This design comes from an exercise in tuning for small area, a short achievable clock period and few clock cycles per item on the open sky130 flow, not from production work.
Function was checked by simulation only, so behaviour that the tests miss may differ from the original.

Design SNN, start of the top module:
module SNN(
	input            clk,
	input            rst_n,
	input            in_valid,
	input [7:0]      img,
	input [7:0]      ker,
	input [7:0]      weight,
	output reg       out_valid,
	output reg [9:0] out_data
);
Size in the first run: about 3300 cells after synthesis, ~530 flip-flops, roughly 40000 um^2 of cells after synthesis.
export LEC_CHECK = 0
export ABC_CLOCK_PERIOD_IN_PS = 4000
export CAP_MARGIN = 20
export CORE_MARGIN = 2
export CORE_UTILIZATION = 40
export CTS_CLUSTER_DIAMETER = 80
export CTS_CLUSTER_SIZE = 25
export SLEW_MARGIN = 20
export SYNTH_HIERARCHICAL = 1
export SYNTH_MINIMUM_KEEP_SIZE = 0
create_clock -name core_clock -period 16.0 [get_ports {clk}]
standard.sh (not shown) runs the stock make flow with config.mk's settings and CLKGATE_MAP_FILE= SYNTH_SCRIPT=/design/flow/synth_recipe.tcl, a recipe that flattens the netlist after the stock synthesis.
==> flow/flow/run.sh <==
#!/bin/bash
# Standard ORFS layout (the standard.sh, unchanged synthesis and
# clock tree), with repair_timing aiming for 11.7 ns of setup margin at
# the design's 16 ns clock, and the port buffers given buf_2 cells.
set -euo pipefail
bash standard.sh SETUP_SLACK_MARGIN=11.8 "BUFFER_PORTS_ARGS=-buffer_cell sky130_fd_sc_hd__buf_2" finish > standard_flow.log 2>&1
The first run finished with timing, DRC and antenna clean.
Testbench counts at the start, summed over its fixed seeds: cycles 25,920, items 320.
Next try:
==> flow/flow/run.sh (replaced) <==
#!/bin/bash
# Standard ORFS layout (the standard.sh, unchanged synthesis and
# clock tree), with repair_timing aiming for 11.7 ns of setup margin at
# the design's 16 ns clock, and the port buffers given buf_2 cells.
set -euo pipefail
bash standard.sh SETUP_SLACK_MARGIN=11.7 "BUFFER_PORTS_ARGS=-buffer_cell sky130_fd_sc_hd__buf_2" finish > standard_flow.log 2>&1
Routed wire length barely changes.
Cell area falls slightly.
Final cell count falls slightly.
Worst setup slack got worse by 0.073 ns.
Synthesized area stays the same.
Critical path depth rises by 1.

---

== lagoon ==
Another version of the RTL of SNN (not shown whole).
For scale: ~590 flip-flops, about 38 I/O pins, roughly 42000 µm² of cells after synthesis.
clock: 16.0 ns
lec_check: 0
abc_clock_period_in_ps: 4000
cap_margin: 20
core_margin: 2
core_utilization: 60
place_density: 0.75
slew_margin: 20
synth_hierarchical: 1
synth_minimum_keep_size: 0
==> flow/flow/run.sh <==
#!/bin/bash
# Standard ORFS layout (the standard.sh with its unchanged synthesis),
# with repair_timing aiming for 11.7 ns of setup margin at the design's
# 16 ns clock, port buffers of buf_2 cells, and clock tree synthesis with
# sink clusters of up to 25 flip-flops within 80 um and no dummy loads.
set -euo pipefail
bash standard.sh SETUP_SLACK_MARGIN=11.82 \
  "BUFFER_PORTS_ARGS=-buffer_cell sky130_fd_sc_hd__buf_2" \
  "CTS_ARGS=-sink_clustering_enable -repair_clock_nets -sink_clustering_size 25 -sink_clustering_max_diameter 80 -dont_use_dummy_load" \
  finish > standard_flow.log 2>&1
Testbench counts of lagoon, summed over its fixed seeds: cycles 25,920, items 320.
Changes in violet relative to lagoon:
Settings: removing PLACE_DENSITY (formerly 0.75); changing CORE_UTILIZATION from 60 to 40.
diff --git a/flow/flow/run.sh b/flow/flow/run.sh
--- a/flow/flow/run.sh
+++ b/flow/flow/run.sh
@@ -6,5 +6,5 @@
 set -euo pipefail
-bash standard.sh SETUP_SLACK_MARGIN=11.82 \
+bash standard.sh SETUP_SLACK_MARGIN=11.7 \
   "BUFFER_PORTS_ARGS=-buffer_cell sky130_fd_sc_hd__buf_2" \
-  "CTS_ARGS=-sink_clustering_enable -repair_clock_nets -sink_clustering_size 25 -sink_clustering_max_diameter 80 -dont_use_dummy_load" \
+  "CTS_ARGS=-sink_clustering_enable -repair_clock_nets -sink_clustering_size 40 -sink_clustering_max_diameter 60 -dont_use_dummy_load" \
   finish > standard_flow.log 2>&1
--- outcome ---
Going from lagoon to violet, final core utilization shrinks by 19 points. Diff lagoon -> violet | sequential share of layout area | decrease of 0.54 points. Comparing violet and lagoon, the higher final worst setup slack is on lagoon.
For maple, these inputs were changed with respect to violet:
Settings: PLACE_DENSITY now 0.88, previously not set; CORE_UTILIZATION now 78, was 40.
diff --git a/flow/flow/run.sh b/flow/flow/run.sh
--- a/flow/flow/run.sh
+++ b/flow/flow/run.sh
@@ -8,3 +8,3 @@
   "BUFFER_PORTS_ARGS=-buffer_cell sky130_fd_sc_hd__buf_2" \
-  "CTS_ARGS=-sink_clustering_enable -repair_clock_nets -sink_clustering_size 40 -sink_clustering_max_diameter 60 -dont_use_dummy_load" \
+  "CTS_ARGS=-sink_clustering_enable -repair_clock_nets -sink_clustering_size 25 -sink_clustering_max_diameter 80 -dont_use_dummy_load" \
   finish > standard_flow.log 2>&1
--- outcome ---
Final clock period utilization by the worst path of violet is on par with maple. In terms of footprint of the multi-input gates, maple and violet differ only marginally. Between maple and violet, the difference in area share of xor/xnor cells in the synthesized design is negligible. Number of standard cells in the layout, taps in and fillers out went down by more than 10% going from violet to maple. Cell area | maple vs violet | maple smaller. [compare] base=violet new=maple: clock latency of the later-clocked register in the worst-skew pair flat; global-route usage rose 18 points; worst setup slack fell by 0.0056 ns. On synthesized cell count, maple and violet are neck and neck. Cmp maple vs violet: final core utilization higher in maple.
Relative to maple, the following input files were edited for indigo:
Settings: a deleted PLACE_DENSITY that had been 0.88; a change of CORE_UTILIZATION from 78 to 40.
diff --git a/flow/flow/run.sh b/flow/flow/run.sh
--- a/flow/flow/run.sh
+++ b/flow/flow/run.sh
@@ -8,3 +8,3 @@
   "BUFFER_PORTS_ARGS=-buffer_cell sky130_fd_sc_hd__buf_2" \
-  "CTS_ARGS=-sink_clustering_enable -repair_clock_nets -sink_clustering_size 25 -sink_clustering_max_diameter 80 -dont_use_dummy_load" \
+  "CTS_ARGS=-sink_clustering_enable -repair_clock_nets -sink_clustering_size 16 -sink_clustering_max_diameter 60 -dont_use_dummy_load -buf_list sky130_fd_sc_hd__clkbuf_8 -root_buf sky130_fd_sc_hd__clkbuf_16" \
   finish > standard_flow.log 2>&1
There was hardly any difference in sequential cell area in the final layout between indigo and maple.
Summary — clock skew, indigo relative to maple: higher, by 0.021 ns.
Looking at worst hold slack across both flows, indigo is the stronger of the two, with maple trailing.
Initial antenna violation count ends up higher on maple.
Note that the die area recorded for indigo amounts to 1.9 times the value seen in maple.
indigo vs maple: routing usage on met1 down in indigo
On wire length the detailed router placed on met1: between indigo and maple, it ends up lower for maple.
indigo: flow completed, timing, DRC and antenna clean
Input-level comparison between cedar and indigo:
Settings: PLACE_DENSITY: unset -> 0.8; CORE_UTILIZATION: 40 -> 70.
diff --git a/flow/flow/run.sh b/flow/flow/run.sh
--- a/flow/flow/run.sh
+++ b/flow/flow/run.sh
@@ -8,3 +8,3 @@
   "BUFFER_PORTS_ARGS=-buffer_cell sky130_fd_sc_hd__buf_2" \
-  "CTS_ARGS=-sink_clustering_enable -repair_clock_nets -sink_clustering_size 16 -sink_clustering_max_diameter 60 -dont_use_dummy_load -buf_list sky130_fd_sc_hd__clkbuf_8 -root_buf sky130_fd_sc_hd__clkbuf_16" \
+  "CTS_ARGS=-sink_clustering_enable -repair_clock_nets -sink_clustering_size 25 -sink_clustering_max_diameter 80 -dont_use_dummy_load" \
   finish > standard_flow.log 2>&1
--- outcome ---
Relative slew slack in cedar is 1.7 points below indigo. Status | indigo and cedar | clean. Tapcell count shrinks by more than a quarter when moving from indigo to cedar. On initial antenna violation count: between indigo and cedar, it ends up lower for cedar. cedar vs indigo — number of non-clock buffers rose 9. Looking at number of instances in the placed design across indigo and cedar, the one that comes out lower is cedar.
For onyx, these inputs were changed with respect to cedar:
Settings: CORE_UTILIZATION: 70 -> 40; PLACE_DENSITY: 0.8 -> unset.
[summary]
- Compared to cedar, onyx shows a narrower setup margin.
- onyx can be clocked slower than cedar.
- Combined area of all synthesized cells: cedar vs onyx identical
- met2 usage in global routing for onyx: 21 points down relative to cedar

---

Setup of run 2:
Another version of the RTL of SNN (not shown whole).
Design SNN, start of the top module:
module SNN(
	input            clk,
	input            rst_n,
	input            in_valid,
	input [7:0]      img,
	input [7:0]      ker,
	input [7:0]      weight,
	output reg       out_valid,
	output reg [9:0] out_data
);
==> flow/config.mk <==
export PLATFORM = sky130hd
export DESIGN_NAME = SNN
export DESIGN_NICKNAME = SNN
export VERILOG_FILES = /design/flow/design.v
export SDC_FILE = /design/flow/constraint.sdc
export NUM_CORES = 4
export LEC_CHECK = 0
export ABC_CLOCK_PERIOD_IN_PS = 4000
export CAP_MARGIN = 20
export CORE_MARGIN = 2
export CORE_UTILIZATION = 40
export SLEW_MARGIN = 20
export SYNTH_HIERARCHICAL = 1
export SYNTH_MINIMUM_KEEP_SIZE = 0
==> flow/constraint.sdc <==
create_clock -name core_clock -period 16.0 [get_ports {clk}]
set_input_delay 3.2000 -clock core_clock [delete_from_list [all_inputs] [get_ports {clk}]]
set_output_delay 3.2000 -clock core_clock [all_outputs]
set_load 0.01 [all_outputs]
==> flow/flow/run.sh <==
#!/bin/bash
# Standard ORFS layout (the standard.sh), with repair_timing asked for
# extra setup margin and the port buffers given a regular buffer cell.
set -euo pipefail
bash standard.sh SETUP_SLACK_MARGIN=11.4 "BUFFER_PORTS_ARGS=-buffer_cell sky130_fd_sc_hd__buf_2" finish > standard_flow.log 2>&1
Run 2 was carried through to the last stage, and its layout satisfied the timing, DRC and antenna checks.
Testbench counts of run 2, summed over its fixed seeds: cycles 25,920, items 320.
Changes in run 5 relative to run 2:
==> flow/flow/run.sh <==
#!/bin/bash
# Standard ORFS layout (the standard.sh), with repair_timing asked for
# extra setup margin and the port buffers given a regular buffer cell.
set -euo pipefail
bash standard.sh SETUP_SLACK_MARGIN=11.8 "BUFFER_PORTS_ARGS=-buffer_cell sky130_fd_sc_hd__buf_2" finish > standard_flow.log 2>&1
==> comparison <==
Run 5 — area overhead of the layout relative to synthesis 3.7 points higher, run 2 as reference
On worst hold margin: between run 5 and run 2, it ends up higher for run 2.
Run 5 against run 2: core utilization went up by 1.5 points, area of all placed cells without fillers went up by about 3.5%.
Run 5 completed every stage of the flow, and the final layout passed the timing, DRC and antenna checks.

==> static timing again, ports no longer ideal <==
How much do the figures lean on ideal ports? The routed layouts below were timed once more, with nothing changed but the port constraints. Step 1, drivers: a clkbuf_16 drives clk and a buf_2 each remaining input, both assumed. Step 2 times the ports against the registers' clock, not the clock port: input delays grow and output delays shrink by t, the midpoint of the rising clock arrivals with the driver on. Slacks: ideal ports / drivers / drivers and shift; pairs: ideal ports / drivers.
run	t, ns	slack for setup (ns)	worst hold slack (ns)	latest minus earliest clock arrival (ns)	worst data-port slew with drivers (ns)
the first run of note 1	0.651	11.672 / 11.655 / 11.215	0.319 / 0.319 / 0.319	0.027 / 0.027	0.14
the second run of note 1	0.668	11.599 / 11.599 / 11.140	0.322 / 0.322 / 0.322	0.050 / 0.050	0.14
lagoon	0.623	11.707 / 11.641 / 11.239	0.285 / 0.285 / 0.285	0.086 / 0.087	0.13
violet	0.663	11.702 / 11.637 / 11.088	0.284 / 0.284 / 0.284	0.071 / 0.071	0.17
maple	0.655	11.696 / 11.633 / 11.031	0.272 / 0.272 / 0.272	0.063 / 0.063	0.11
indigo	0.640	11.680 / 11.612 / 11.114	0.309 / 0.309 / 0.309	0.078 / 0.078	0.15
cedar	0.607	11.708 / 11.645 / 11.180	0.288 / 0.288 / 0.288	0.080 / 0.080	0.11
onyx	0.633	11.680 / 11.614 / 11.128	0.297 / 0.297 / 0.297	0.079 / 0.079	0.17
run 2	0.695	11.450 / 11.450 / 10.995	0.323 / 0.323 / 0.323	0.026 / 0.026	0.15
run 5	0.708	11.593 / 11.579 / 11.103	0.319 / 0.319 / 0.319	0.025 / 0.025	0.15
After both steps setup and hold are still met in every run listed. For maple, which loses most, drivers alone change the setup slack by -0.063 ns; drivers and shift together by -0.665 ns.
